This is an optimization exercise on Yosys and OpenROAD, whose aim is small area and a short achievable clock period, not a production implementation. Function was not checked in any run shown here: the RTL went through the layout flow alone. Power and IR drop assume default switching activity.

$ cat flow/run.sh
#!/bin/bash
# synth_recipe.tcl (not shown) runs the flow's synth.tcl, then flattens the netlist and writes it again
# the make line also repeats each setting of config.mk as NAME=value (left out here)
make -C /OpenROAD-flow-scripts/flow DESIGN_CONFIG=/design/flow/config.mk WORK_HOME=/design/flow/orfs CLKGATE_MAP_FILE= SYNTH_SCRIPT=/design/flow/synth_recipe.tcl finish
$ cat flow/config.mk
export PLATFORM = sky130hd
export DESIGN_NAME = LCD_CTRL
export DESIGN_NICKNAME = LCD_CTRL
export VERILOG_FILES = /design/flow/design.v
export SDC_FILE = /design/flow/constraint.sdc
export NUM_CORES = 4
export LEC_CHECK = 0
export CAP_MARGIN = 20
export CORE_MARGIN = 2
export CORE_UTILIZATION = 40
export SETUP_SLACK_MARGIN = 3.0
export SLEW_MARGIN = 20
export SYNTH_HIERARCHICAL = 1
$ cat flow/constraint.sdc
create_clock -name core_clock -period 5.5 [get_ports {clk}]
set_input_delay 1.1000 -clock core_clock [delete_from_list [all_inputs] [get_ports {clk}]]
set_output_delay 1.1000 -clock core_clock [all_outputs]
set_load 0.01 [all_outputs]
$ cat flow/design.v
module LCD_CTRL(clk,reset,datain,cmd,cmd_valid,dataout,output_valid,busy);
input clk;
input reset;
input [7:0] datain;
input [2:0] cmd;
input cmd_valid;
output [7:0] dataout;
output output_valid;
output busy;
reg [7:0] ring [0:63];
reg [5:0] phase;              
reg [5:0] base;               
reg       busy_r, ov_r;       
reg [3:0] cnt;                
reg [5:0] ra_reg;             
reg [2:0] ox, oy;
reg       mag;
reg [7:0] out_r;
integer i;
wire is_load = busy_r & ~ov_r;
wire accept  = ~busy_r & cmd_valid;
wire ox0 = (ox == 3'd0), ox4 = (ox == 3'd4);
wire oy0 = (oy == 3'd0), oy4 = (oy == 3'd4);
reg [5:0] bn;
always @* begin
  case (cmd)
    3'd1: bn = 6'd62;
    3'd2: bn = phase - 6'd18;
    3'd4: bn = ox4 ? base : base - 6'd1;
    3'd5: bn = ox0 ? base : base + 6'd1;
    3'd6: bn = oy0 ? base : base + 6'd8;
    3'd7: bn = oy4 ? base : base - 6'd8;
    default: bn = base;
  endcase
end
wire out_view = (cmd == 3'd1) | (cmd == 3'd3) | (~mag & (cmd != 3'd2));
wire [5:0] ra = busy_r ? ra_reg : out_view ? phase : bn;
wire [7:0]  lo = 8'd1 << ra[2:0];
wire [7:0]  hi = 8'd1 << ra[5:3];
wire [63:0] sel;
wire [7:0]  rd;
genvar g, b;
generate
  for (g = 0; g < 64; g = g + 1) begin : s
    assign sel[g] = lo[g%8] & hi[g/8];
  end
  for (b = 0; b < 8; b = b + 1) begin : rbit
    wire [20:0] t;
    wire        t21;
    wire [5:0]  u;
    wire        v0, v1;
    for (g = 0; g < 21; g = g + 1) begin : a3
      lcd_aoi222 ua (.a(sel[3*g]), .b(ring[3*g][b]), .c(sel[3*g+1]), .d(ring[3*g+1][b]),
                     .e(sel[3*g+2]), .f(ring[3*g+2][b]), .y(t[g]));
    end
    lcd_nand2 ub (.a(sel[63]), .b(ring[63][b]), .y(t21));
    lcd_nand4 n0 (.a(t[0]),  .b(t[1]),  .c(t[2]),  .d(t[3]),  .y(u[0]));
    lcd_nand4 n1 (.a(t[4]),  .b(t[5]),  .c(t[6]),  .d(t[7]),  .y(u[1]));
    lcd_nand4 n2 (.a(t[8]),  .b(t[9]),  .c(t[10]), .d(t[11]), .y(u[2]));
    lcd_nand4 n3 (.a(t[12]), .b(t[13]), .c(t[14]), .d(t[15]), .y(u[3]));
    lcd_nand4 n4 (.a(t[16]), .b(t[17]), .c(t[18]), .d(t[19]), .y(u[4]));
    lcd_nand2 n5 (.a(t[20]), .b(t21), .y(u[5]));
    lcd_nor3  m0 (.a(u[0]), .b(u[1]), .c(u[2]), .y(v0));
    lcd_nor3  m1 (.a(u[3]), .b(u[4]), .c(u[5]), .y(v1));
    lcd_nand2 m2 (.a(v0), .b(v1), .y(rd[b]));
  end
endgenerate
wire       row_next = (cnt[1:0] == 2'd2);
wire       mag_n    = (cmd == 3'd2) | (mag & ~out_view);
reg  [5:0] step;
always @* begin
  if (ov_r)         step = mag ? (row_next ? 6'd60 : 6'd0) : (row_next ? 6'd55 : 6'd63);
  else if (busy_r)  step = (ra_reg == 6'd62) ? 6'd63 : 6'd1;
  else if (cmd == 3'd1) step = 6'd1;
  else              step = mag_n ? 6'd0 : 6'd63;
end
always @(posedge clk) begin
  for (i = 63; i > 0; i = i - 1) ring[i] <= ring[i-1];
  ring[0] <= is_load ? datain : ring[63];
  out_r  <= rd;
  ra_reg <= ((accept & (cmd == 3'd1)) ? 6'd62 : ra) + step;
  phase  <= (accept & (cmd == 3'd1)) ? 6'd63 : phase + 6'd1;
  base   <= (accept ? bn : base) + 6'd1;
  cnt    <= ov_r ? cnt + 4'd1 : 4'd0;
end
always @(posedge clk) begin
  if (reset) begin
    busy_r <= 1'b0;
    ov_r   <= 1'b0;
  end else if (~busy_r) begin
    if (cmd_valid) begin
      busy_r <= 1'b1;
      ov_r   <= (cmd != 3'd1);
    end
  end else if (is_load) begin
    if (ra_reg == 6'd62) ov_r <= 1'b1;
  end else if (cnt == 4'd15) begin
    busy_r <= 1'b0;
    ov_r   <= 1'b0;
  end
end
always @(posedge clk) begin
  if (accept) begin
    mag <= mag_n;
    case (cmd)
      3'd1: begin ox <= 3'd0; oy <= 3'd0; end
      3'd2: begin ox <= 3'd2; oy <= 3'd2; end
      3'd4: if (!ox4) ox <= ox + 3'd1;
      3'd5: if (!ox0) ox <= ox - 3'd1;
      3'd6: if (!oy0) oy <= oy - 3'd1;
      3'd7: if (!oy4) oy <= oy + 3'd1;
      default: ;
    endcase
  end
end
assign dataout      = out_r;
assign busy         = busy_r;
assign output_valid = ov_r;
endmodule
module lcd_aoi222(input a, b, c, d, e, f, output y);
  assign y = ~((a & b) | (c & d) | (e & f));
endmodule
module lcd_nand4(input a, b, c, d, output y);
  assign y = ~(a & b & c & d);
endmodule
module lcd_nand2(input a, b, output y);
  assign y = ~(a & b);
endmodule
module lcd_nor3(input a, b, c, output y);
  assign y = ~(a | b | c);
endmodule
==> results of run 1 <==
## placed cells by master, fill, tap and decap left out, drive strengths merged, types with 7 or more instances in the layout
cell / synthesis / routed
a222oi: 168 / 168
nand4: 45 / 45
xnor2: 11 / 11
or3: 9 / 9
nand3: 23 / 23
inv: 19 / 23
clkbuf: 12 / 73
nor2b: 8 / 8
a21oi: 24 / 24
dlygate4sd2: 0 / 9
nand2b: 11 / 11
dfxtp: 544 / 544
xor2: 10 / 10
buf: 11 / 110
ha: 17 / 17
edfxtp: 7 / 7
o31ai: 7 / 7
o21ai: 13 / 13
nor3: 31 / 31
nand2: 50 / 50
nor2: 79 / 79
clkdlybuf4s50: 0 / 10
clkinv: 1 / 10
and2: 7 / 7
mux2: 9 / 9
## what timing repair did
item	in CTS	in global routing
hold buffers	0	0
setup endpoints to repair	35	16
gates resized for setup	224	30
setup buffers	57	26
pin swaps	117	61
cloned	4	0
## metal layers
metal  track usage  part of all wire
met2         0.314              0.46
met5             0                 0
met1         0.268              0.45
met3        0.0324             0.068
met4        0.0576             0.023
## worst min path at each step
stage	slack, ps	start	to
after floorplan	330	ring[9][0]$_DFF_P_	ring[10][0]$_DFF_P_
after global placement	330	ring[51][2]$_DFF_P_	ring[52][2]$_DFF_P_
after global routing	340	ring[31][5]$_DFF_P_	ring[32][5]$_DFF_P_
final	340	ring[61][1]$_DFF_P_	ring[62][1]$_DFF_P_
after CTS	340	ring[31][5]$_DFF_P_	ring[32][5]$_DFF_P_
after detailed placement	330	ring[58][4]$_DFF_P_	ring[59][4]$_DFF_P_
## final cells by class
type                    count  area [um2]  area share
flip-flops and latches    551       11100       0.548
multi-input cells         601        5390       0.266
clock buffers              73        1500      0.0740
repair buffers            131        1280      0.0633
well taps                 518         648      0.0320
clock inverters            20         254      0.0125
inverters                  20        82.6     0.00407
## through the flow
step                      instances  power, mW
after floorplan                1194       5.25
after global placement         1734       5.70
after detailed placement       1734       5.70
after CTS                      1888       9.83
after global routing           1914       10.4
final                          1914       9.97
## per-module statistics from Yosys (local to each module, per instance)
module | cells | flops+latches | times used | cell area (um2)
lcd_nand2 | 1 | 0 | 24 | 3.75
lcd_nand4 | 1 | 0 | 40 | 6.26
lcd_aoi222 | 1 | 0 | 168 | 10.0
LCD_CTRL | 946 | 551 | 1 | 13600
lcd_nor3 | 1 | 0 | 16 | 10.0
## power breakdown
part	total, mW	leakage [nW]	switching (mW)	internal (mW)
clock network	3.61	0.864	1.48	2.14
registers	4.49	4.52	0.212	4.28
logic	1.87	2.38	1.05	0.822
total	9.97	7.76	2.74	7.23
## Yosys cell counts, drive strengths merged, types with 4 or more instances
cell type	count	area, um2
or3	9	61.3
xor2	10	95.1
and2	7	43.8
o31ai	7	57.6
a31oi	6	37.5
nand2	50	188
inv	19	71.3
o21ai	13	68.8
a21oi	24	120
nand4	45	282
nor3	31	235
dfxtp	544	10900
nand3	23	115
mux2	9	101
o31a	4	35.0
ha	17	213
edfxtp	7	210
or3b	6	52.6
clkbuf	12	45.0
a21o	4	30.0
buf	11	76.3
nor2b	8	50.1
and3	4	25.0
a222oi	168	1680
xnor2	11	96.3
nand2b	11	76.3
nor2	79	297
## kinds of logic (layout without fill, tap and decap cells)
family                   Yosys count  in the layout  synth area share
AO/OA/AOI/OAI                    264            265             0.150
XOR/XNOR                          21             21            0.0121
adder cells (fa/ha/maj)           20             20            0.0173
buffers and inverters             43            244            0.0125
flip-flops                       551            551             0.704
multiplexers                      12             12           0.00833
AND/OR/NAND/NOR                  283            283            0.0956
==> notes.md, run 1 <==
Outcome: finished clean
Leakage: 7.76 nW
Row Count: 72
CP top delay family: compound AO/OA/AOI/OAI gates
FF-to-FF setup slack: 1760 ps
CTS buffer count: 51
TritonCTS clock tree: yes
Syn Nets: 1,228
R2R Path End: out_r[4]$_DFF_P_
Final worst-path cycle share: 0.689
Pre-CTS setup slack: 231 ps
CTS H-Tree Depth: 2
PortBufs: 23
Max reg flops: 512
Minimum clock period after layout: 3790 ps
HPWL Detailed: 26.1 mm
WHS Path Cells: 0
Fraction of layout cells with a size suffix above 1: 0.263
Final Util: 0.522
Main synth FF type: dfxtp_1
Worst path depth: 17
Largest register by flop count: ring
Post-synthesis average cell area: 13.2 um2
Vias per inst: 5.72
Core area: 38,800 um2
RSZ-0062 raised after global routing: yes
Post-route ant nets: 0
Initial Util: 0.406
Clock Latency Late Sink: 570 ps
Final Instance Area: 20,300 um2
Crit path max-delay cell type: a222oi_1
Setup TNS: 0 ps
Setup ws final: 1710 ps
Peak supply drop: 0.000278 V
Crit Path Class: in2reg
Number of setup violations in the final report: 0
Fillers: 3,203
Pwr/cell area: 492 nW/um2
Worst Max-Slew Pin Slew: 670 ps
Netlist cell types: 71
Post-synth ARST share: 0
Worst reg2reg path depth: 15
Final hold vios: 0
Seq/Total Area, Yosys: 0.704
Via count: 10.9k
CP required: 5950 ps
Final #Nets: 1,390
Worst-path clk slew: 60 ps
Hold slack: 338 ps
Placed instance area: 16,800 um2
R2r startpoint: base[1]$_DFF_P_
Initial antenna violation count: 1
Synth Warn #: 9
Beginning of the critical path: cmd[1]
Die X: 203 um
Routability cong.: 0.870
Slew Limit Fails: 0
Worst path bufs/invs: 6
CTS Buffer Depth: 3
Crit start category: primary input
Cell Chain, Critical Path: buf_8, buf_12, buf_12, xor2_2, o21ai_2, o32ai_2, o211ai_1, buf_4, buf_4, o32a_4, nand3_4, buf_4, nor2_2, a222oi_1, nand4_1, nor3_2, nand2_1
Die Height: 203 um
# IOs: 24
Syn-to-layout area delta: 28.6%
Crit path to: out_r[4]$_DFF_P_
Maxcap violations: 0
Worst-path fanout max: 8
Worst min path class: reg2reg
Yosys reg bits: 551
Post-synth EDFFs: 7
N_diodes: 0
CP endpoint kind: flop
GR Overflow Total: 0
Slew HR: 0.552
Post-route DRC: 0
Mapped Cells: 1,194
Post-Route WL: 40.6 mm
Vias in the first global route: 10.9k
Mapped Area: 15,800 um2
Initial drt markers: 1,427
Total GRT Usage: 0.194
Full die area: 41,000 um2
Root buffer cell: clkbuf_16
Clock Skew: 21.7 ps
First-pass iteration count of the detailed router: 6
Drt wl/cell: 21.2 um
Highest clock rate: 0.264 GHz
Clock Sinks: 551
Cell mode on critical path: buf_4
Largest registers: ring (512), out_r (8)
Global-route wire length before repair: 63.0 mm
Arrival time at the worst endpoint: 4240 ps
Largest net degree at the start of global routing: 16
Max stage delay on crit path: 520 ps
==> inputs of run 2 (changes only) <==
--- a/flow/config.mk
+++ b/flow/config.mk
@@ -10,3 +10,3 @@
 export CORE_UTILIZATION = 40
-export SETUP_SLACK_MARGIN = 3.0
+export SETUP_SLACK_MARGIN = 0
 export SLEW_MARGIN = 20
==> notes.md, run 2 <==
Worst-path fanout max: 15 (was 8)
Routability cong.: 0.859 (was 0.870)
Peak supply drop: 0.000310 V (was 0.000278 V)
Final hold vios: 0 (unchanged)
CTS H-Tree Depth: 2 (unchanged)
Final worst-path cycle share: 0.869 (was 0.689)
Setup TNS: 0 ps (unchanged)
CP endpoint kind: flop (unchanged)
Most common cell after layout, fill and taps aside: dfxtp_1 (unchanged)
Post-Route WL: 37.7 mm (was 40.6 mm)
HPWL Detailed: 25.9 mm (was 26.1 mm)
Die Height: 203 um (unchanged)
PortBufs: 23 (unchanged)
CTS Buffer Depth: 3 (unchanged)
Fillers: 3,425 (was 3,203)
Worst reg2reg path depth: 14 (was 15)
Worst min path class: reg2reg (unchanged)
Crit Path Class: in2reg (unchanged)
Syn Nets: 1,228 (unchanged)
Vias per inst: 5.60 (was 5.72)
Multi-input logic area: 4480 um2 (was 5390 um2)
Final Instance Area: 18,500 um2 (was 20,300 um2)
Post-route ant nets: 0 (unchanged)
Initial Util: 0.406 (unchanged)
Arrival time at the worst endpoint: 5290 ps (was 4240 ps)
Yosys reg bits: 551 (unchanged)
Post-cts resize count: 0 (was 224)
Root buffer cell: clkbuf_16 (unchanged)
Slew HR: 0.180 (was 0.552)
Row Count: 72 (unchanged)
Tot Pwr: 9.15 mW (was 9.97 mW)
Clock Latency Late Sink: 560 ps (was 570 ps)
Highest clock rate: 0.209 GHz (was 0.264 GHz)
Worst Max-Slew Pin Slew: 1220 ps (was 670 ps)
Post-synth ARST share: 0 (unchanged)
Number of setup violations in the final report: 0 (unchanged)
CP required: 6010 ps (was 5950 ps)
# IOs: 24 (unchanged)
N_diodes: 0 (unchanged)
Clock Sinks: 551 (unchanged)
Post-route DRC: 0 (unchanged)
WHS Path Cells: 0 (unchanged)
Global-route wire length before repair: 59.0 mm (was 63.0 mm)
Post-synth EDFFs: 7 (unchanged)
Full die area: 41,000 um2 (unchanged)
RSZ-0062 raised after global routing: no (was yes)
Die X: 203 um (unchanged)
Most frequent cells in the layout: dfxtp_1, a222oi_1, nor2_1 (was dfxtp_1, a222oi_1, buf_4)
Synth top cells by count: dfxtp_1, a222oi_1, nor2_1, nand2_1, nand4_1 (unchanged)
First-pass iteration count of the detailed router: 6 (unchanged)
Leakage: 7.09 nW (was 7.76 nW)
Via count: 10.3k (was 10.9k)
Mapped Area: 15,800 um2 (unchanged)
Outcome: finished clean (unchanged)
Crit start category: primary input (unchanged)
Synth top area cells: dfxtp_1, a222oi_1, nor2_1, nand4_1, ha_1 (unchanged)
Largest registers: ring (512), out_r (8) (unchanged)
Final #Nets: 1,322 (was 1,390)
Clock Skew: 13.8 ps (was 21.7 ps)
Slew Limit Fails: 0 (unchanged)
Most common cell in the synthesized netlist: dfxtp_1 (unchanged)
Sequential cell area: 11,100 um2 (about the same)
Vias in the first global route: 10.3k (was 10.9k)
Hold slack: 342 ps (was 338 ps)
Largest net degree at the start of global routing: 35 (was 16)
Initial drt markers: 1,377 (was 1,427)
Core area: 38,800 um2 (unchanged)
Netlist cell types: 71 (unchanged)
Fraction of layout cells with a size suffix above 1: 0.124 (was 0.263)
Final Non-Filler Cells: 1,844 (was 1,914)
Max reg flops: 512 (unchanged)
Initial antenna violation count: 0 (was 1)
Main synth FF type: dfxtp_1 (unchanged)
Placed instance area: 16,900 um2 (was 16,800 um2)
Synth area leader: dfxtp_1 (unchanged)
Synth Warn #: 9 (unchanged)
Total setup buffers inserted after CTS: 0 (was 57)
Maxcap violations: 0 (unchanged)
Seq/Total Area, Yosys: 0.704 (unchanged)
Largest register by flop count: ring (unchanged)
Placed Instances: 1,754 (was 1,734)
Post-CTS Hold Buffers: 0 (unchanged)
Synth top area share: 0.691 (unchanged)
Worst-path clk slew: 60 ps (about the same)
Total GRT Usage: 0.182 (was 0.194)
Minimum clock period after layout: 4780 ps (was 3790 ps)
Post-synthesis average cell area: 13.2 um2 (unchanged)
Pwr/cell area: 493 nW/um2 (was 492 nW/um2)
CTS buffer count: 50 (was 51)
Drt wl/cell: 20.5 um (was 21.2 um)
GR Overflow Total: 0 (unchanged)
Mapped Cells: 1,194 (unchanged)
Syn-to-layout area delta: 17.6% (was 28.6%)
TritonCTS clock tree: yes (unchanged)
-- run 2: cell counts after synthesis --
Identical to the previous run, type by type.
-- run 2: critical path, cell delays in order --
cell and delay, ps:
clkdlybuf4s50_1 630, buf_4 300, or3b_2 490, o31ai_1 110, o21bai_1 260, o21ai_0 200, a211oi_1 370, buf_4 190
nand3_1 110, buf_4 190, nor2_1 670, a222oi_1 270, nand4_1 220, nor3_2 100, nand2_1 80
-- run 2: cell type report --
cell class,instances,share of cell area
timing repair buffer,65,0.0301
sequential,551,0.598
clock inverter,19,0.0113
clock buffer,71,0.0794
multi-input combinational,600,0.242
tap,518,0.0349
inverter,20,0.00405
-- run 2: final timing paths --
kind	slack [ps]	start	to
worst min register to register	340	ring[31][1]$_DFF_P_	ring[32][1]$_DFF_P_
worst min-delay path	340	ring[31][1]$_DFF_P_	ring[32][1]$_DFF_P_
worst max-delay path	720	cmd[2]	out_r[3]$_DFF_P_
worst max register to register	1260	base[4]$_DFF_P_	out_r[1]$_DFF_P_
-- run 2: stage by stage --
step,setup slack [ps],util
final,718,0.478
after global routing,471,0.478
after CTS,643,0.478
after detailed placement,90.5,0.434
after global placement,144,0.434
after floorplan,1490,-
-- run 2: per-module statistics from Yosys (local to each module, per instance) --
module | flip-flops and latches | times used | cells
lcd_nand4 | 0 | 40 | 1
lcd_nor3 | 0 | 16 | 1
LCD_CTRL | 551 | 1 | 946
lcd_aoi222 | 0 | 168 | 1
lcd_nand2 | 0 | 24 | 1
-- run 2: cell families (layout without fill, tap and decap cells) --
group / count (synthesis) / after routing / share of synthesized area
muxes: 12 / 12 / 0.00833
buffers and inverters: 43 / 175 / 0.0125
AOI/OAI and AO/OA: 264 / 264 / 0.150
xor gates and xnor gates: 21 / 21 / 0.0121
adders and majority gates: 20 / 20 / 0.0173
DFF: 551 / 551 / 0.704
and+or+nand+nor: 283 / 283 / 0.0956
-- run 2: layer usage --
layer  part of all wire  GRT usage  wire, um
met4              0.023     0.0571       864
met5                  0          0         0
met1               0.46      0.253     17200
met2               0.45      0.289     17100
met3              0.067     0.0321      2510
-- run 2: power breakdown --
part	switching [mW]	leakage, nW	internal (mW)
registers	0.228	4.52	4.27
logic	0.680	1.74	0.474
clock network	1.44	0.837	2.05
total	2.35	7.09	6.79
==> inputs of run 3 (changes only) <==
--- a/flow/design.v
+++ b/flow/design.v
@@ -18,2 +18,3 @@
 reg [7:0] out_r;
+reg [7:0] c00, c22, c_o, c_r, c_d, c_u;
 integer i;
@@ -23,18 +24,4 @@
 wire oy0 = (oy == 3'd0), oy4 = (oy == 3'd4);
-reg [5:0] bn;
-always @* begin
-  case (cmd)
-    3'd1: bn = 6'd62;
-    3'd2: bn = phase - 6'd18;
-    3'd4: bn = ox4 ? base : base - 6'd1;
-    3'd5: bn = ox0 ? base : base + 6'd1;
-    3'd6: bn = oy0 ? base : base + 6'd8;
-    3'd7: bn = oy4 ? base : base - 6'd8;
-    default: bn = base;
-  endcase
-end
-wire out_view = (cmd == 3'd1) | (cmd == 3'd3) | (~mag & (cmd != 3'd2));
-wire [5:0] ra = busy_r ? ra_reg : out_view ? phase : bn;
-wire [7:0]  lo = 8'd1 << ra[2:0];
-wire [7:0]  hi = 8'd1 << ra[5:3];
+wire [7:0]  lo = 8'd1 << ra_reg[2:0];
+wire [7:0]  hi = 8'd1 << ra_reg[5:3];
 wire [63:0] sel;
@@ -67,10 +54,45 @@
 endgenerate
+reg [5:0] bn;
+always @* begin
+  case (cmd)
+    3'd1: bn = 6'd62;
+    3'd2: bn = phase - 6'd18;
+    3'd4: bn = ox4 ? base : base - 6'd1;
+    3'd5: bn = ox0 ? base : base + 6'd1;
+    3'd6: bn = oy0 ? base : base + 6'd8;
+    3'd7: bn = oy4 ? base : base - 6'd8;
+    default: bn = base;
+  endcase
+end
+wire mag_n = (cmd == 3'd2) | (mag & (cmd != 3'd1) & (cmd != 3'd3));
+reg [7:0] first;
+always @* begin
+  case (cmd)
+    3'd2: first = c22;
+    3'd0: first = mag ? c_o : c00;
+    3'd4: first = mag ? (ox4 ? c_o : c_r) : c00;
+    3'd5: first = mag ? (ox0 ? c_o : rd) : c00;
+    3'd6: first = mag ? (oy0 ? c_o : c_u) : c00;
+    3'd7: first = mag ? (oy4 ? c_o : c_d) : c00;
+    default: first = c00;
+  endcase
+end
 wire       row_next = (cnt[1:0] == 2'd2);
-wire       mag_n    = (cmd == 3'd2) | (mag & ~out_view);
-reg  [5:0] step;
+wire [5:0] step     = mag ? (row_next ? 6'd60 : 6'd0) : (row_next ? 6'd55 : 6'd63);
+reg [5:0] ra_n;
 always @* begin
-  if (ov_r)         step = mag ? (row_next ? 6'd60 : 6'd0) : (row_next ? 6'd55 : 6'd63);
-  else if (busy_r)  step = (ra_reg == 6'd62) ? 6'd63 : 6'd1;
-  else if (cmd == 3'd1) step = 6'd1;
-  else              step = mag_n ? 6'd0 : 6'd63;
+  if (~busy_r) begin
+    if (~cmd_valid)        ra_n = base + 6'd2;           
+    else if (cmd == 3'd1)  ra_n = 6'd63;
+    else if (mag_n)        ra_n = bn;                    
+    else                   ra_n = phase - 6'd1;          
+  end else if (~ov_r) begin
+    ra_n = (ra_reg == 6'd62) ? 6'd61 : ra_reg + 6'd1;
+  end else if (cnt == 4'd14) begin
+    ra_n = base + 6'd9;                                  
+  end else if (cnt == 4'd15) begin
+    ra_n = base + 6'd2;                                  
+  end else begin
+    ra_n = ra_reg + step;
+  end
 end
@@ -79,4 +101,4 @@
   ring[0] <= is_load ? datain : ring[63];
-  out_r  <= rd;
-  ra_reg <= ((accept & (cmd == 3'd1)) ? 6'd62 : ra) + step;
+  out_r  <= busy_r ? rd : first;
+  ra_reg <= ra_n;
   phase  <= (accept & (cmd == 3'd1)) ? 6'd63 : phase + 6'd1;
@@ -84,2 +106,12 @@
   cnt    <= ov_r ? cnt + 4'd1 : 4'd0;
+end
+always @(posedge clk) begin
+  if (is_load & (ra_reg == 6'd63)) c00 <= datain;
+  if (is_load & (ra_reg == 6'd17)) c22 <= datain;
+  if (ov_r & (cnt == 4'd0)) begin
+    c_o <= out_r;
+    c_r <= rd;
+  end
+  if (ov_r & (cnt == 4'd3))  c_d <= rd;
+  if (ov_r & (cnt == 4'd15)) c_u <= rd;
 end
--- a/flow/config.mk
+++ b/flow/config.mk
@@ -10,3 +10,3 @@
 export CORE_UTILIZATION = 40
-export SETUP_SLACK_MARGIN = 0
+export SETUP_SLACK_MARGIN = 3.4
 export SLEW_MARGIN = 20
==> notes.md, run 3 <==
Clock Sinks: 599 (was 551)
Main synth FF type: dfxtp_1 (unchanged)
Most common cell after layout, fill and taps aside: dfxtp_1 (unchanged)
Crit start category: flop (was primary input)
Synth area leader: dfxtp_1 (unchanged)
Worst Max-Slew Pin Slew: 776 ps (was 1220 ps)
Multi-input logic area: 6520 um2 (was 4480 um2)
Syn Nets: 1,476 (was 1,228)
Mux contribution to synthesized area: 0.00991 (was 0.00833)
Net switching power: 3.27 mW (was 2.35 mW)
Post-route ant nets: 0 (unchanged)
Initial antenna violation count: 0 (unchanged)
Mapped Area: 18,400 um2 (was 15,800 um2)
First-pass iteration count of the detailed router: 9 (was 6)
Post-Route WL: 48.0 mm (was 37.7 mm)
Clock Latency Late Sink: 620 ps (was 560 ps)
Sequential power share: 0.448 (was 0.491)
Vias per inst: 5.66 (was 5.60)
Max reg flops: 512 (unchanged)
Via count: 12.5k (was 10.3k)
Global-route wire length before repair: 74.4 mm (was 59.0 mm)
CP endpoint kind: flop (unchanged)
Initial Util: 0.406 (about the same)
Post-route DRC: 0 (unchanged)
Number of setup violations in the final report: 0 (unchanged)
Synth Area in Adders: 0.0229 (was 0.0173)
Clock power frac: 0.353 (was 0.383)
Pwr/cell area: 487 nW/um2 (was 493 nW/um2)
TritonCTS clock tree: yes (unchanged)
Arrival time at the worst endpoint: 3580 ps (was 5290 ps)
Full die area: 47,800 um2 (was 41,000 um2)
Tot Pwr: 11.3 mW (was 9.15 mW)
Synth top area cells: dfxtp_1, a222oi_1, edfxtp_1, nor2_1, ha_1 (was dfxtp_1, a222oi_1, nor2_1, nand4_1, ha_1)
Minimum clock period after layout: 3070 ps (was 4780 ps)
Synth top cells by count: dfxtp_1, a222oi_1, nor2_1, nand2_1, edfxtp_1 (was dfxtp_1, a222oi_1, nor2_1, nand2_1, nand4_1)
Fillers: 3,841 (was 3,425)
CTS Buffer Depth: 3 (unchanged)
Part of the power in combinational logic: 0.199 (was 0.126)
Worst-path fanout max: 8 (was 15)
Slew Limit Fails: 0 (unchanged)
Maxcap violations: 0 (unchanged)
Main combinational cell family by area after synthesis: compound AO/OA/AOI/OAI gates (unchanged)
# IOs: 24 (unchanged)
Largest net degree at the start of global routing: 30 (was 35)
Clock Skew: 30.5 ps (was 13.8 ps)
CP required: 6010 ps (about the same)
Outcome: finished clean (unchanged)
Yosys reg bits: 599 (was 551)
Final #Nets: 1,608 (was 1,322)
Row Count: 78 (was 72)
Total GRT Usage: 0.201 (was 0.182)
Post-synthesis xor/xnor area fraction: 0.0180 (was 0.0121)
Initial drt markers: 1,410 (was 1,377)
Die X: 219 um (was 203 um)
Synth top area share: 0.591 (was 0.691)
HPWL Detailed: 31.6 mm (was 25.9 mm)
Net Sw Frac: 0.291 (was 0.257)
N_diodes: 0 (unchanged)
Peak supply drop: 0.000314 V (was 0.000310 V)
Post-synth ARST share: 0 (unchanged)
Mapped Cells: 1,430 (was 1,194)
Routability cong.: 0.892 (was 0.859)
Synth Warn #: 9 (unchanged)
Seq/Total Area, Yosys: 0.681 (was 0.704)
Highest clock rate: 0.326 GHz (was 0.209 GHz)
Fraction of layout cells with a size suffix above 1: 0.265 (was 0.124)
Synth Area in Simple Gates: 0.0942 (was 0.0956)
GR Overflow Total: 0 (unchanged)
RSZ-0062 raised after global routing: yes (was no)
Int Power: 7.99 mW (was 6.79 mW)
CTS buffer count: 57 (was 50)
CTS H-Tree Depth: 2 (unchanged)
Core area: 45,400 um2 (was 38,800 um2)
Syn-to-layout area delta: 25.5% (was 17.6%)
Synth Area in Compound Gates: 0.156 (was 0.150)
Post-synthesis average cell area: 12.9 um2 (was 13.2 um2)
Post-synth EDFFs: 55 (was 7)
Drt wl/cell: 21.7 um (was 20.5 um)
Setup TNS: 0 ps (unchanged)
Largest register by flop count: ring (unchanged)
Post-CTS Hold Buffers: 0 (unchanged)
Die Height: 219 um (was 203 um)
PortBufs: 23 (unchanged)
Final hold vios: 0 (unchanged)
Sequential cell area: 12,600 um2 (was 11,100 um2)
Worst min path class: reg2reg (unchanged)
Leakage: 8.59 nW (was 7.09 nW)
Slew HR: 0.481 (was 0.180)
Worst-path clk slew: 60 ps (about the same)
Most frequent cells in the layout: dfxtp_1, a222oi_1, nor2_1 (unchanged)
Root buffer cell: clkbuf_16 (unchanged)
Vias in the first global route: 12.8k (was 10.3k)
Netlist cell types: 87 (was 71)
Most common cell in the synthesized netlist: dfxtp_1 (unchanged)
Final worst-path cycle share: 0.558 (was 0.869)
Crit Path Class: reg2reg (was in2reg)
==> run 3: kinds of logic after synthesis <==
logic type	count (synthesis)
flip-flops	599
AO/OA/AOI/OAI	336
AND/OR/NAND/NOR	332
buffers and inverters	77
XOR/XNOR	37
adder cells (fa/ha/maj)	32
multiplexers	17
==> run 3: layout make-up <==
class | instances | share of cell area
well taps | 600 | 0.0324
repair buffers | 114 | 0.0492
flip-flops and latches | 599 | 0.545
multi-input cells | 754 | 0.282
inverters | 36 | 0.00784
clock inverters | 26 | 0.0103
clock buffers | 82 | 0.0736
==> run 3: final timing paths <==
check                                    startpoint                   to  slack [ps]  cells past startpoint
worst max-delay path              ra_reg[0]$_DFF_P_     out_r[7]$_DFF_P_        2430                     13
worst min-delay path            ring[61][5]$_DFF_P_  ring[62][5]$_DFF_P_         320                      0
worst max register to register    ra_reg[0]$_DFF_P_     out_r[7]$_DFF_P_        2430                     13
worst min register to register  ring[61][5]$_DFF_P_  ring[62][5]$_DFF_P_         320                      0
==> run 3: routing by layer <==
metal	up-vias	track usage	wire length [um]
met1	6159	0.264	21000
met2	425	0.323	22400
met4	0	0.0750	1540
met3	108	0.0431	3080
met5	-	0	0
li1	5830	-	-
==> run 3: modules after synthesis (local to each module, per instance) <==
module	cells inside	area, um2	flip-flops and latches
lcd_nor3	1	10.0	0
lcd_aoi222	1	10.0	0
lcd_nand4	1	6.26	0
lcd_nand2	1	3.75	0
LCD_CTRL	1182	16200	599
==> run 3: critical path, stage by stage, from the launching register on <==
cell and delay (ps):
dfxtp_4 410, inv_2 80, ha_4 210, nand2_8 110
buf_12 120, nor2_2 80, a222oi_1 340, nand4_1 320
nor3_4 320, nand2_2 110, a32o_1 260, a2111oi_4 280
o22ai_1 130, a22o_1 180
==> run 3: power by group through the flow <==
stage | combinational (mW) | clock [mW] | sequential (mW)
floorplan | 1.17 | 0 | 4.91
global placement | 1.53 | 0 | 5.09
detailed placement | 1.54 | 0 | 5.09
CTS | 2.06 | 4.04 | 5.03
global route | 2.39 | 4.22 | 5.07
finish | 2.25 | 3.97 | 5.04
==> run 3: what timing repair did <==
action / in CTS / in global routing
resized for setup: 252 / 56
pin swaps: 108 / 85
gates cloned: 1 / 0
endpoints found under the hold margin: 0 / 0
setup endpoints to repair: 99 / 69
buffers inserted: 65 / 18
==> run 3: metrics by stage <==
| step | util | setup WS [ps] | hold slack [ps] | area (um2) | instances |
|---|---|---|---|---|---|
| 2_1_floorplan | - | 2920 | 330 | 18800 | 1430 |
| 3_3_place_gp | 0.430 | 1440 | 332 | 19500 | 2019 |
| 3_5_place_dp | 0.430 | 1350 | 335 | 19500 | 2019 |
| 4_1_cts | 0.501 | 2440 | 322 | 22700 | 2193 |
| 5_1_grt | 0.510 | 2310 | 327 | 23100 | 2211 |
| 6_report | 0.510 | 2430 | 324 | 23100 | 2211 |
==> inputs of run 4 (changes only) <==
--- a/flow/config.mk
+++ b/flow/config.mk
@@ -10,3 +10,3 @@
 export CORE_UTILIZATION = 40
-export SETUP_SLACK_MARGIN = 3.4
+export SETUP_SLACK_MARGIN = 3.0
 export SLEW_MARGIN = 20
==> notes.md, run 4 <==
Outcome: finished clean (unchanged)
Setup TNS: 0 ps (unchanged)
Highest clock rate: 0.322 GHz (was 0.326 GHz)
Net Sw Frac: 0.290 (was 0.291)
Crit path max-delay cell type: a222oi_1 (was dfxtp_4)
N_diodes: 0 (unchanged)
Cell Chain, Critical Path: buf_4, ha_4, nand2_8, nor2_2, a222oi_1, nand4_1, nor3_2, nand2_2, a221o_1, a221o_1, a21oi_2, o31ai_1 (was inv_2, ha_4, nand2_8, buf_12, nor2_2, a222oi_1, nand4_1, nor3_4, nand2_2, a32o_1, a2111oi_4, o22ai_1, a22o_1)
Synth top cells by count: dfxtp_1, a222oi_1, nor2_1, nand2_1, edfxtp_1 (unchanged)
TritonCTS clock tree: yes (unchanged)
Clock Sinks: 599 (unchanged)
Maxcap violations: 0 (unchanged)
Total GRT Usage: 0.200 (was 0.201)
Most frequent cells in the layout: dfxtp_1, a222oi_1, nor2_1 (unchanged)
Fraction of layout cells with a size suffix above 1: 0.216 (was 0.265)
First-pass iteration count of the detailed router: 7 (was 9)
Post-synth ARST share: 0 (unchanged)
Worst-path clk slew: 70 ps (was 60 ps)
Synth Area in Adders: 0.0229 (unchanged)
Net switching power: 3.19 mW (was 3.27 mW)
Synth Area in Compound Gates: 0.156 (unchanged)
Synth top area share: 0.591 (unchanged)
Full die area: 47,800 um2 (unchanged)
Initial Util: 0.406 (unchanged)
Synth Warn #: 9 (unchanged)
Number of setup violations in the final report: 0 (unchanged)
Initial antenna violation count: 0 (unchanged)
Most common cell after layout, fill and taps aside: dfxtp_1 (unchanged)
Global-route wire length before repair: 73.9 mm (was 74.4 mm)
Fillers: 3,939 (was 3,841)
Placed Instances: 2,021 (was 2,019)
Row Count: 78 (unchanged)
Mux contribution to synthesized area: 0.00991 (unchanged)
Hold slack: 337 ps (was 324 ps)
CTS buffer count: 55 (was 57)
Arrival time at the worst endpoint: 3590 ps (was 3580 ps)
Syn-to-layout area delta: 22.3% (was 25.5%)
GR Overflow Total: 0 (unchanged)
Synth Area in Simple Gates: 0.0942 (unchanged)
# IOs: 24 (unchanged)
Die X: 219 um (unchanged)
CTS Buffer Depth: 3 (unchanged)
Worst Max-Slew Pin Slew: 884 ps (was 776 ps)
Mapped Cells: 1,430 (unchanged)
Core area: 45,400 um2 (unchanged)
Post-synthesis xor/xnor area fraction: 0.0180 (unchanged)
Main combinational cell family by area after synthesis: compound AO/OA/AOI/OAI gates (unchanged)
Clock Latency Late Sink: 620 ps (about the same)
Worst min path class: reg2reg (unchanged)
Slew HR: 0.409 (was 0.481)
CTS H-Tree Depth: 2 (unchanged)
Most common cell in the synthesized netlist: dfxtp_1 (unchanged)
Clock Skew: 31.1 ps (was 30.5 ps)
Slew Limit Fails: 0 (unchanged)
Final worst-path cycle share: 0.564 (was 0.558)
CP top delay family: compound AO/OA/AOI/OAI gates (unchanged)
Post-synth EDFFs: 55 (unchanged)
Routability cong.: 0.895 (was 0.892)
CP endpoint kind: flop (unchanged)
Worst-path fanout max: 8 (unchanged)
Initial drt markers: 1,543 (was 1,410)
Largest net degree at the start of global routing: 18 (was 30)
RSZ-0062 raised after global routing: yes (unchanged)
Max stage delay on crit path: 470 ps (was 410 ps)
Mapped Area: 18,400 um2 (unchanged)
Post-route DRC: 0 (unchanged)
PortBufs: 23 (unchanged)
Crit Path Class: reg2reg (unchanged)
Synth top area cells: dfxtp_1, a222oi_1, edfxtp_1, nor2_1, ha_1 (unchanged)
Via count: 12.5k (about the same)
Peak supply drop: 0.000310 V (was 0.000314 V)
Post-route ant nets: 0 (unchanged)
Crit start category: flop (unchanged)
Pwr/cell area: 488 nW/um2 (was 487 nW/um2)
Vias per inst: 5.74 (was 5.66)
Final Non-Filler Cells: 2,186 (was 2,211)
Main synth FF type: dfxtp_1 (unchanged)
Largest register by flop count: ring (unchanged)
Yosys reg bits: 599 (unchanged)
Final #Nets: 1,587 (was 1,608)
Max reg flops: 512 (unchanged)
CP required: 5990 ps (was 6010 ps)
HPWL Detailed: 31.9 mm (was 31.6 mm)
Minimum clock period after layout: 3100 ps (was 3070 ps)
Leakage: 8.44 nW (was 8.59 nW)
Cell mode on critical path: a221o_1
Synth area leader: dfxtp_1 (unchanged)
Post-Route WL: 47.8 mm (was 48.0 mm)
Netlist cell types: 87 (unchanged)
Sequential power share: 0.457 (was 0.448)
Int Power: 7.81 mW (was 7.99 mW)
Die Height: 219 um (unchanged)
Syn Nets: 1,476 (unchanged)
Post-synthesis average cell area: 12.9 um2 (unchanged)
Root buffer cell: clkbuf_16 (unchanged)
Worst path bufs/invs: 1 (was 2)
Drt wl/cell: 21.9 um (was 21.7 um)
Seq/Total Area, Yosys: 0.681 (unchanged)
Vias in the first global route: 12.7k (was 12.8k)
Final hold vios: 0 (unchanged)
Part of the power in combinational logic: 0.189 (was 0.199)
Clock power frac: 0.354 (was 0.353)
==> run 4: cell counts after synthesis <==
Identical to the previous run, type by type.
==> run 4: cell type report <==
class	instances	area, um2	share of cell area
Timing Repair Buffer	95	946	0.0420
Clock buffer	78	1590	0.0706
Sequential cell	599	12600	0.558
Clock inverter	24	309	0.0137
Multi-Input combinational cell	754	6200	0.275
Inverter	36	168	0.00744
Tap cell	600	751	0.0333
==> run 4: stage by stage <==
step           setup WS (ps)  power (mW)  utilization  cell area (um2)
3_3_place_gp            1400        6.60        0.428            19400
4_1_cts                 2450        10.9        0.491            22300
3_5_place_dp            1390        6.60        0.428            19400
2_1_floorplan           2960        6.05            -            18600
6_report                2400        11.0        0.497            22500
5_1_grt                 2320        11.4        0.497            22500
==> run 4: kinds of logic after synthesis <==
group,Yosys count
buffers and inverters,77
AND/OR/NAND/NOR,332
XOR/XNOR,37
multiplexers,17
flip-flops,599
AO/OA/AOI/OAI,336
adder cells (fa/ha/maj),32
==> run 4: power by group through the flow <==
stage	Sequential, mW	Clock (mW)	Combinational, mW
after floorplan	4.91	0	1.14
after global placement	5.10	0	1.50
after detailed placement	5.10	0	1.50
after CTS	5.02	3.97	1.93
after global routing	5.06	4.14	2.22
final	5.03	3.89	2.08
==> run 4: path summary, 6_finish.rpt <==
kind | slack (ps) | startpoint | cells past startpoint | to
setup / recovery | 2400 | ra_reg[1]$_DFF_P_ | 12 | out_r[6]$_DFF_P_
setup reg to reg | 2400 | ra_reg[1]$_DFF_P_ | 12 | out_r[6]$_DFF_P_
hold / removal | 340 | ring[4][5]$_DFF_P_ | 0 | ring[5][5]$_DFF_P_
hold reg to reg | 340 | ring[4][5]$_DFF_P_ | 0 | ring[5][5]$_DFF_P_
==> run 4: Yosys stat by module (local to each module, per instance) <==
module / copies in the design / cells
lcd_nand4: 40 / 1
lcd_nand2: 24 / 1
lcd_aoi222: 168 / 1
LCD_CTRL: 1 / 1182
lcd_nor3: 16 / 1
==> run 4: repair_timing <==
action                                  in CTS  in global routing
gates resized for setup                    171                 37
cloned                                       1                  0
endpoints found under the setup margin      72                 41
hold buffers                                 0                  0
setup buffers                               48                 14
pin swaps                                  101                 39
==> run 4: layer usage <==
layer | vias to the layer above | share of wire | GRT usage
li1 | 5798 | - | -
met5 | - | 0 | 0
met3 | 96 | 0.061 | 0.0351
met2 | 469 | 0.47 | 0.323
met1 | 6174 | 0.44 | 0.264
met4 | 0 | 0.032 | 0.0822
==> run 4: worst register-to-register path: cells and delay by family, from the launching register on <==
kind                     cells  cell delay, ps
buffers and inverters        1             150
AO/OA/AOI/OAI                5            1270
adder cells (fa/ha/maj)      1             200
flip-flops                   1             380
AND/OR/NAND/NOR              5             970
==> inputs of run 5 (changes only) <==
--- a/flow/design.v
+++ b/flow/design.v
@@ -14,3 +14,3 @@
 reg [3:0] cnt;                
-reg [5:0] ra_reg;             
+reg [7:0] lo_r, hi_r;         
 reg [2:0] ox, oy;
@@ -24,6 +24,8 @@
 wire oy0 = (oy == 3'd0), oy4 = (oy == 3'd4);
-wire [7:0]  lo = 8'd1 << ra_reg[2:0];
-wire [7:0]  hi = 8'd1 << ra_reg[5:3];
+wire [5:0] ra_reg = {|hi_r[7:4] , |{hi_r[7:6], hi_r[3:2]}, |{hi_r[7], hi_r[5], hi_r[3], hi_r[1]},
+                     |lo_r[7:4] , |{lo_r[7:6], lo_r[3:2]}, |{lo_r[7], lo_r[5], lo_r[3], lo_r[1]}};
+wire use_rd = busy_r | (mag & ~ox0 & (cmd == 3'd5));
 wire [63:0] sel;
-wire [7:0]  rd;
+wire [7:0]  rd, out_d, first_n;
+wire        nuse_rd = ~use_rd;
 genvar g, b;
@@ -31,3 +33,3 @@
   for (g = 0; g < 64; g = g + 1) begin : s
-    assign sel[g] = lo[g%8] & hi[g/8];
+    assign sel[g] = lo_r[g%8] & hi_r[g/8];
   end
@@ -52,2 +54,3 @@
     lcd_nand2 m2 (.a(v0), .b(v1), .y(rd[b]));
+    lcd_a32oi m3 (.a1(v0), .a2(v1), .a3(use_rd), .b1(nuse_rd), .b2(first_n[b]), .y(out_d[b]));
   end
@@ -66,2 +69,14 @@
 end
+reg [5:0] bnp;
+always @* begin
+  case (cmd)
+    3'd1: bnp = 6'd63;
+    3'd2: bnp = phase - 6'd17;
+    3'd4: bnp = ox4 ? base + 6'd1 : base;
+    3'd5: bnp = ox0 ? base + 6'd1 : base + 6'd2;
+    3'd6: bnp = oy0 ? base + 6'd1 : base + 6'd9;
+    3'd7: bnp = oy4 ? base + 6'd1 : base - 6'd7;
+    default: bnp = base + 6'd1;
+  endcase
+end
 wire mag_n = (cmd == 3'd2) | (mag & (cmd != 3'd1) & (cmd != 3'd3));
@@ -73,3 +88,3 @@
     3'd4: first = mag ? (ox4 ? c_o : c_r) : c00;
-    3'd5: first = mag ? (ox0 ? c_o : rd) : c00;
+    3'd5: first = mag ? c_o : c00;
     3'd6: first = mag ? (oy0 ? c_o : c_u) : c00;
@@ -79,2 +94,3 @@
 end
+assign first_n = ~first;
 wire       row_next = (cnt[1:0] == 2'd2);
@@ -101,6 +117,7 @@
   ring[0] <= is_load ? datain : ring[63];
-  out_r  <= busy_r ? rd : first;
-  ra_reg <= ra_n;
+  out_r  <= out_d;
+  lo_r   <= 8'd1 << ra_n[2:0];
+  hi_r   <= 8'd1 << ra_n[5:3];
   phase  <= (accept & (cmd == 3'd1)) ? 6'd63 : phase + 6'd1;
-  base   <= (accept ? bn : base) + 6'd1;
+  base   <= accept ? bnp : base + 6'd1;
   cnt    <= ov_r ? cnt + 4'd1 : 4'd0;
@@ -163 +180,4 @@
 endmodule
+module lcd_a32oi(input a1, a2, a3, b1, b2, output y);
+  assign y = ~((a1 & a2 & a3) | (b1 & b2));
+endmodule
--- a/flow/config.mk
+++ b/flow/config.mk
@@ -10,3 +10,3 @@
 export CORE_UTILIZATION = 40
-export SETUP_SLACK_MARGIN = 3.0
+export SETUP_SLACK_MARGIN = 3.3
 export SLEW_MARGIN = 20
==> notes.md, run 5 <==
Slew Limit Fails: 0 (unchanged)
Mux contribution to synthesized area: 0.00393 (was 0.00991)
Clock Sinks: 609 (was 599)
Row Count: 79 (was 78)
Main combinational cell family by area after synthesis: compound AO/OA/AOI/OAI gates (unchanged)
Leakage: 8.82 nW (was 8.44 nW)
Initial antenna violation count: 0 (unchanged)
Synth Warn #: 9 (unchanged)
Post-synthesis xor/xnor area fraction: 0.0149 (was 0.0180)
Fillers: 4,057 (was 3,939)
GR Overflow Total: 0 (unchanged)
Post-synth ARST share: 0 (unchanged)
Peak supply drop: 0.000316 V (was 0.000310 V)
RSZ-0062 raised after global routing: yes (unchanged)
Synth top cells by count: dfxtp_1, a222oi_1, nand2_1, and2_1, edfxtp_1 (was dfxtp_1, a222oi_1, nor2_1, nand2_1, edfxtp_1)
# IOs: 24 (unchanged)
Clock Skew: 29.2 ps (was 31.1 ps)
Initial drt markers: 1,799 (was 1,543)
Via count: 12.9k (was 12.5k)
Worst-path fanout max: 4 (was 8)
Main synth FF type: dfxtp_1 (unchanged)
CP endpoint kind: flop (unchanged)
Drt wl/cell: 22.4 um (was 21.9 um)
WHS Path Cells: 0 (unchanged)
Worst reg2reg path depth: 9 (was 12)
Synth top area cells: dfxtp_1, edfxtp_1, a222oi_1, and2_1, nand2_1 (was dfxtp_1, a222oi_1, edfxtp_1, nor2_1, ha_1)
Post-route ant nets: 0 (unchanged)
Synth Area in Compound Gates: 0.159 (was 0.156)
Largest register by flop count: ring (unchanged)
Minimum clock period after layout: 2460 ps (was 3100 ps)
Initial Util: 0.405 (was 0.406)
Full die area: 48,800 um2 (was 47,800 um2)
Mapped Cells: 1,443 (was 1,430)
First-pass iteration count of the detailed router: 5 (was 7)
Global-route wire length before repair: 76.0 mm (was 73.9 mm)
Post-Route WL: 49.7 mm (was 47.8 mm)
Max reg flops: 512 (unchanged)
Outcome: finished clean (unchanged)
Syn Nets: 1,485 (was 1,476)
CTS buffer count: 57 (was 55)
Largest net degree at the start of global routing: 18 (unchanged)
Maxcap violations: 0 (unchanged)
CP required: 6000 ps (was 5990 ps)
Netlist cell types: 74 (was 87)
Setup ws final: 3040 ps (was 2400 ps)
Most frequent cells in the layout: dfxtp_1, a222oi_1, nand2_1 (was dfxtp_1, a222oi_1, nor2_1)
Synth Area in Simple Gates: 0.105 (was 0.0942)
Worst min path class: reg2reg (unchanged)
Fraction of layout cells with a size suffix above 1: 0.237 (was 0.216)
Die X: 221 um (was 219 um)
Core area: 46,500 um2 (was 45,400 um2)
Post-route DRC: 0 (unchanged)
TritonCTS clock tree: yes (unchanged)
Vias in the first global route: 12.9k (was 12.7k)
Pre-CTS setup slack: 1400 ps (was 1390 ps)
Total GRT Usage: 0.199 (was 0.200)
Highest clock rate: 0.406 GHz (was 0.322 GHz)
Final #Nets: 1,617 (was 1,587)
Most common cell after layout, fill and taps aside: dfxtp_1 (unchanged)
PortBufs: 23 (unchanged)
Die Height: 221 um (was 219 um)
CTS H-Tree Depth: 2 (unchanged)
Worst Max-Slew Pin Slew: 589 ps (was 884 ps)
Worst-path clk slew: 60 ps (was 70 ps)
Yosys reg bits: 609 (was 599)
Arrival time at the worst endpoint: 2970 ps (was 3590 ps)
Final worst-path cycle share: 0.448 (was 0.564)
Mapped Area: 18,800 um2 (was 18,400 um2)
Pwr/cell area: 498 nW/um2 (was 488 nW/um2)
Seq/Total Area, Yosys: 0.681 (about the same)
Post-synthesis average cell area: 13.0 um2 (was 12.9 um2)
Most common cell in the synthesized netlist: dfxtp_1 (unchanged)
Post-synth EDFFs: 61 (was 55)
Number of setup violations in the final report: 0 (unchanged)
Final hold vios: 0 (unchanged)
Slew HR: 0.608 (was 0.409)
Root buffer cell: clkbuf_16 (unchanged)
Routability cong.: 0.905 (was 0.895)
Synth area leader: dfxtp_1 (unchanged)
Syn-to-layout area delta: 22.8% (was 22.3%)
Crit start category: flop (unchanged)
CTS Buffer Depth: 3 (unchanged)
Setup TNS: 0 ps (unchanged)
HPWL Detailed: 32.9 mm (was 31.9 mm)
Clock Latency Late Sink: 610 ps (was 620 ps)
Vias per inst: 5.81 (was 5.74)
Synth top area share: 0.583 (was 0.591)
Crit Path Class: reg2reg (unchanged)
Synth Area in Adders: 0.0198 (was 0.0229)
run 5: critical path, cell delays in order (launching register included):
cell	delay [ps]
edfxtp_1	490
clkinvlp_4	180
ha_4	180
inv_2	60
fa_2	420
mux2_4	290
a21oi_4	170
a221oi_4	100
a211o_1	310
and3_1	160
run 5: logic make-up after synthesis:
kind of cell,count (synthesis)
fa+ha+maj,28
simple gates,345
mux,7
compound gates,346
flops,609
xor+xnor,32
buf+inv,76
run 5: timing repair:
item | in CTS | in global routing
buffers inserted | 73 | 8
hold buffers | 0 | 0
cloned | 4 | 0
setup endpoints to repair | 104 | 65
pin swaps | 81 | 73
gates resized for setup | 228 | 68
run 5: area by class of cell:
cell class | instances | area [um2] | share of cell area
clock buffers | 79 | 1630 | 0.0706
flip-flops and latches | 609 | 12900 | 0.557
clock inverters | 17 | 156 | 0.00677
inverters | 33 | 131 | 0.00569
repair buffers | 116 | 1090 | 0.0471
multi-input cells | 758 | 6450 | 0.279
diodes | 1 | 2.50 | 0.000108
well taps | 607 | 759 | 0.0329
run 5: through the flow:
step           hold WS [ps]  cell area [um2]  instances  power, mW  utilization
2_1_floorplan           330            19100       1443       6.43            -
3_3_place_gp            332            19900       2038       7.10        0.428
3_5_place_dp            335            19900       2038       7.12        0.428
4_1_cts                 337            22800       2211       11.3        0.492
5_1_grt                 349            23100       2219       11.9        0.497
6_report                333            23100       2220       11.5        0.497
run 5: per-layer routing:
metal | GRT usage | share of wire | up-vias
met5 | 0 | 0 | -
met4 | 0.0654 | 0.028 | 0
met3 | 0.0381 | 0.071 | 94
met2 | 0.314 | 0.45 | 499
met1 | 0.275 | 0.45 | 6393
li1 | - | - | 5921
run 5: worst paths after layout:
check                     startpoint                  to  slack (ps)
setup / recovery       mag$_DFFE_PP_  lo_r[4]$_SDFF_PN0_        3040
setup reg to reg       mag$_DFFE_PP_  lo_r[4]$_SDFF_PN0_        3040
hold / removal    ring[2][3]$_DFF_P_  ring[3][3]$_DFF_P_         330
hold reg to reg   ring[2][3]$_DFF_P_  ring[3][3]$_DFF_P_         330
run 5: power breakdown:
group	switching [mW]	leakage [nW]	internal (mW)
Sequential	0.353	5.08	4.85
Combinational	1.46	2.85	1.06
Clock	1.61	0.882	2.15
run 5: per-module statistics from Yosys, one instance, submodules excluded:
module / cell area [um2] / cells / times used / flops+latches
LCD_CTRL: 16600 / 1187 / 1 / 609
lcd_a32oi: 8.76 / 1 / 8 / 0
lcd_aoi222: 10.0 / 1 / 168 / 0
lcd_nand2: 3.75 / 1 / 24 / 0
lcd_nand4: 6.26 / 1 / 40 / 0
lcd_nor3: 10.0 / 1 / 16 / 0
==> inputs of run 6 (changes only) <==
--- a/flow/config.mk
+++ b/flow/config.mk
@@ -10,3 +10,3 @@
 export CORE_UTILIZATION = 40
-export SETUP_SLACK_MARGIN = 3.3
+export SETUP_SLACK_MARGIN = 3.0
 export SLEW_MARGIN = 20
==> notes.md, run 6 <==
Number of setup violations in the final report: 0 (unchanged)
Worst-path fanout max: 13 (was 4)
Core area: 46,500 um2 (unchanged)
Vias per inst: 5.80 (was 5.81)
PortBufs: 23 (unchanged)
RSZ-0062 raised after global routing: yes (unchanged)
Initial Util: 0.405 (unchanged)
R2R Path End: c_d[1]$_DFFE_PP_ (was lo_r[4]$_SDFF_PN0_)
Seq/Total Area, Yosys: 0.681 (unchanged)
Crit Path Class: in2reg (was reg2reg)
Synth area leader: dfxtp_1 (unchanged)
Initial antenna violation count: 0 (unchanged)
Minimum clock period after layout: 2550 ps (was 2460 ps)
FF-to-FF setup slack: 3000 ps (was 3040 ps)
CP top delay family: simple AND/OR/NAND/NOR gates (was adder cells)
Yosys reg bits: 609 (unchanged)
Clock Skew: 39.7 ps (was 29.2 ps)
Largest net degree at the start of global routing: 18 (unchanged)
GR Overflow Total: 0 (unchanged)
Initial drt markers: 1,776 (was 1,799)
R2r startpoint: lo_r[0]$_SDFF_PP0_ (was mag$_DFFE_PP_)
Max stage delay on crit path: 420 ps (was 490 ps)
Synth top area cells: dfxtp_1, edfxtp_1, a222oi_1, and2_1, nand2_1 (unchanged)
Post-synthesis average cell area: 13.0 um2 (unchanged)
Post-synth EDFFs: 61 (unchanged)
CP required: 6030 ps (was 6000 ps)
Full die area: 48,800 um2 (unchanged)
Fraction of layout cells with a size suffix above 1: 0.186 (was 0.237)
Arrival time at the worst endpoint: 3080 ps (was 2970 ps)
Leakage: 8.71 nW (was 8.82 nW)
TritonCTS clock tree: yes (unchanged)
Crit path max-delay cell type: or3b_4 (was edfxtp_1)
Synth Warn #: 9 (unchanged)
Drt wl/cell: 22.4 um (about the same)
Most common cell in the synthesized netlist: dfxtp_1 (unchanged)
Row Count: 79 (unchanged)
Global-route wire length before repair: 74.9 mm (was 76.0 mm)
Worst Max-Slew Pin Slew: 654 ps (was 589 ps)
Clock Sinks: 609 (unchanged)
Slew Limit Fails: 0 (unchanged)
Post-synth ARST share: 0 (unchanged)
Crit start category: primary input (was flop)
CTS buffer count: 58 (was 57)
Synth top area share: 0.583 (unchanged)
Placed instance area: 19,700 um2 (was 19,900 um2)
Post-Route WL: 49.6 mm (was 49.7 mm)
Cell Chain, Critical Path: clkdlybuf4s15_2, buf_12, or3b_4, nor4b_4, o31a_1, o22a_1, o211ai_1, buf_4, nor4_2 (was clkinvlp_4, ha_4, inv_2, fa_2, mux2_4, a21oi_4, a221oi_4, a211o_1, and3_1)
Worst path bufs/invs: 3 (was 2)
Final Instance Area: 22,900 um2 (was 23,100 um2)
Worst min path class: reg2reg (unchanged)
Vias in the first global route: 12.6k (was 12.9k)
Post-route DRC: 0 (unchanged)
Netlist cell types: 74 (unchanged)
CTS H-Tree Depth: 2 (unchanged)
Hold Crit Endpoint: ring[42][1]$_DFF_P_ (was ring[3][3]$_DFF_P_)
Worst-path clk slew: 60 ps (about the same)
Worst reg2reg path depth: 5 (was 9)
Tot Pwr: 11.9 mW (was 11.5 mW)
Syn-to-layout area delta: 21.7% (was 22.8%)
N_diodes: 0 (was 1)
Hold slack: 334 ps (was 333 ps)
Most common cell after layout, fill and taps aside: dfxtp_1 (unchanged)
Synth top cells by count: dfxtp_1, a222oi_1, nand2_1, and2_1, edfxtp_1 (unchanged)
Final #Nets: 1,598 (was 1,617)
Die X: 221 um (unchanged)
Slew HR: 0.563 (was 0.608)
Total GRT Usage: 0.195 (was 0.199)
Clock Latency Late Sink: 630 ps (was 610 ps)
Pwr/cell area: 519 nW/um2 (was 498 nW/um2)
Setup TNS: 0 ps (unchanged)
Peak supply drop: 0.000374 V (was 0.000316 V)
Via count: 12.8k (was 12.9k)
HPWL Detailed: 33.0 mm (was 32.9 mm)
Post-route ant nets: 0 (unchanged)
Routability cong.: 0.898 (was 0.905)
Root buffer cell: clkbuf_16 (unchanged)
Main synth FF type: dfxtp_1 (unchanged)
Syn Nets: 1,485 (unchanged)
Most frequent cells in the layout: dfxtp_1, a222oi_1, nand2_1 (unchanged)
CP endpoint kind: flop (unchanged)
Maxcap violations: 0 (unchanged)
Mapped Area: 18,800 um2 (unchanged)
Final worst-path cycle share: 0.464 (was 0.448)
Pre-CTS setup slack: 1530 ps (was 1400 ps)
Final hold vios: 0 (unchanged)
Max reg flops: 512 (unchanged)
CTS Buffer Depth: 3 (unchanged)
WHS Path Cells: 0 (unchanged)
First-pass iteration count of the detailed router: 9 (was 5)
Die Height: 221 um (unchanged)
Outcome: finished clean (unchanged)
Highest clock rate: 0.392 GHz (was 0.406 GHz)
HP Start: ring[41][1]$_DFF_P_ (was ring[2][3]$_DFF_P_)
Largest register by flop count: ring (unchanged)
Setup ws final: 2950 ps (was 3040 ps)
Mapped Cells: 1,443 (unchanged)
# IOs: 24 (unchanged)
run 6: cell counts after synthesis:
No cell type changed its count.
run 6: cell families after synthesis:
family	after synthesis	synth area share
compound gates	346	0.159
flops	609	0.681
simple gates	345	0.105
mux	7	0.00393
buf+inv	76	0.0164
xor+xnor	32	0.0149
fa+ha+maj	28	0.0198
run 6: routing by layer:
metal | vias to the layer above | track usage | part of all wire
met5 | - | 0 | 0
met4 | 0 | 0.0598 | 0.021
met3 | 75 | 0.0315 | 0.063
met2 | 438 | 0.304 | 0.45
met1 | 6434 | 0.279 | 0.46
li1 | 5884 | - | -
run 6: worst max path at each step:
stage                              from                 end  slack [ps]  cells past startpoint
after floorplan                  cmd[2]  hi_r[7]$_SDFF_PN0_        2860                      7
after detailed placement         cmd[1]  lo_r[6]$_SDFF_PN0_        1530                      9
after CTS                        cmd[2]  hi_r[3]$_SDFF_PP0_        3000                      8
after global routing      mag$_DFFE_PP_  hi_r[2]$_SDFF_PP0_        2900                     11
final                            cmd[0]  hi_r[3]$_SDFF_PP0_        2950                      9
after global placement           cmd[1]  lo_r[0]$_SDFF_PP0_        1600                      9
run 6: final cells by class:
| type | count | area, um2 |
|---|---|---|
| flip-flops and latches | 609 | 12800 |
| repair buffers | 95 | 912 |
| clock inverters | 29 | 442 |
| inverters | 33 | 135 |
| fillers | 4034 | 23600 |
| clock buffers | 80 | 1660 |
| well taps | 607 | 759 |
| multi-input cells | 759 | 6140 |
run 6: metrics by stage:
stage | cells | util
detailed placement | 2039 | 0.425
finish | 2212 | 0.493
global placement | 2039 | 0.425
global route | 2212 | 0.493
CTS | 2180 | 0.481
floorplan | 1443 | -
run 6: Yosys stat by module (local to each module, per instance):
module	cells	cell area [um2]
lcd_a32oi	1	8.76
LCD_CTRL	1187	16600
lcd_nand4	1	6.26
lcd_nor3	1	10.0
lcd_aoi222	1	10.0
lcd_nand2	1	3.75
run 6: where the power goes:
group	total, mW	internal, mW	switching [mW]
sequential	5.19	4.85	0.349
clock	4.28	2.59	1.69
combinational	2.40	0.990	1.41
total	11.9	8.43	3.45
run 6: timing repair:
item,in CTS,in global routing
pin swaps,14,34
gates resized for setup,94,54
setup endpoints to repair,76,32
setup buffers,29,29
hold buffers,0,0
cloned,3,3

-- static timing again, ports no longer ideal --
Ports are ideal in the flow. The routed layouts listed here were re-timed in OpenROAD. Step 1, drivers: a clkbuf_16 drives clk and a buf_2 each remaining input, both assumed. Step 2, shift: input delay + t, output delay - t, t = (earliest + latest rising clock arrival at the registers) / 2. This alone moves slack from input paths to output paths. Three values: no drivers, after step 1, after step 2; two values: the first two.
run	t, ns	slack for setup (ns)	latest minus earliest clock arrival (ns)	worst data-port slew with drivers (ns)	cell pins on the clock port's net
run 1	0.613	1.712 / 1.725 / 1.113	0.027 / 0.027	0.06	1
run 2	0.607	0.718 / 0.745 / 0.139	0.014 / 0.015	0.04	1
run 3	0.659	2.433 / 2.433 / 2.433	0.034 / 0.033	0.06	1
run 4	0.655	2.399 / 2.399 / 2.399	0.031 / 0.032	0.05	1
run 5	0.649	3.037 / 3.037 / 2.451	0.032 / 0.031	0.07	1
run 6	0.660	2.948 / 2.974 / 2.314	0.040 / 0.040	0.03	1
After both steps every run listed still meets setup and hold. For run 6, which loses most, drivers alone change the setup slack by +0.026 ns; drivers and shift together by -0.634 ns.
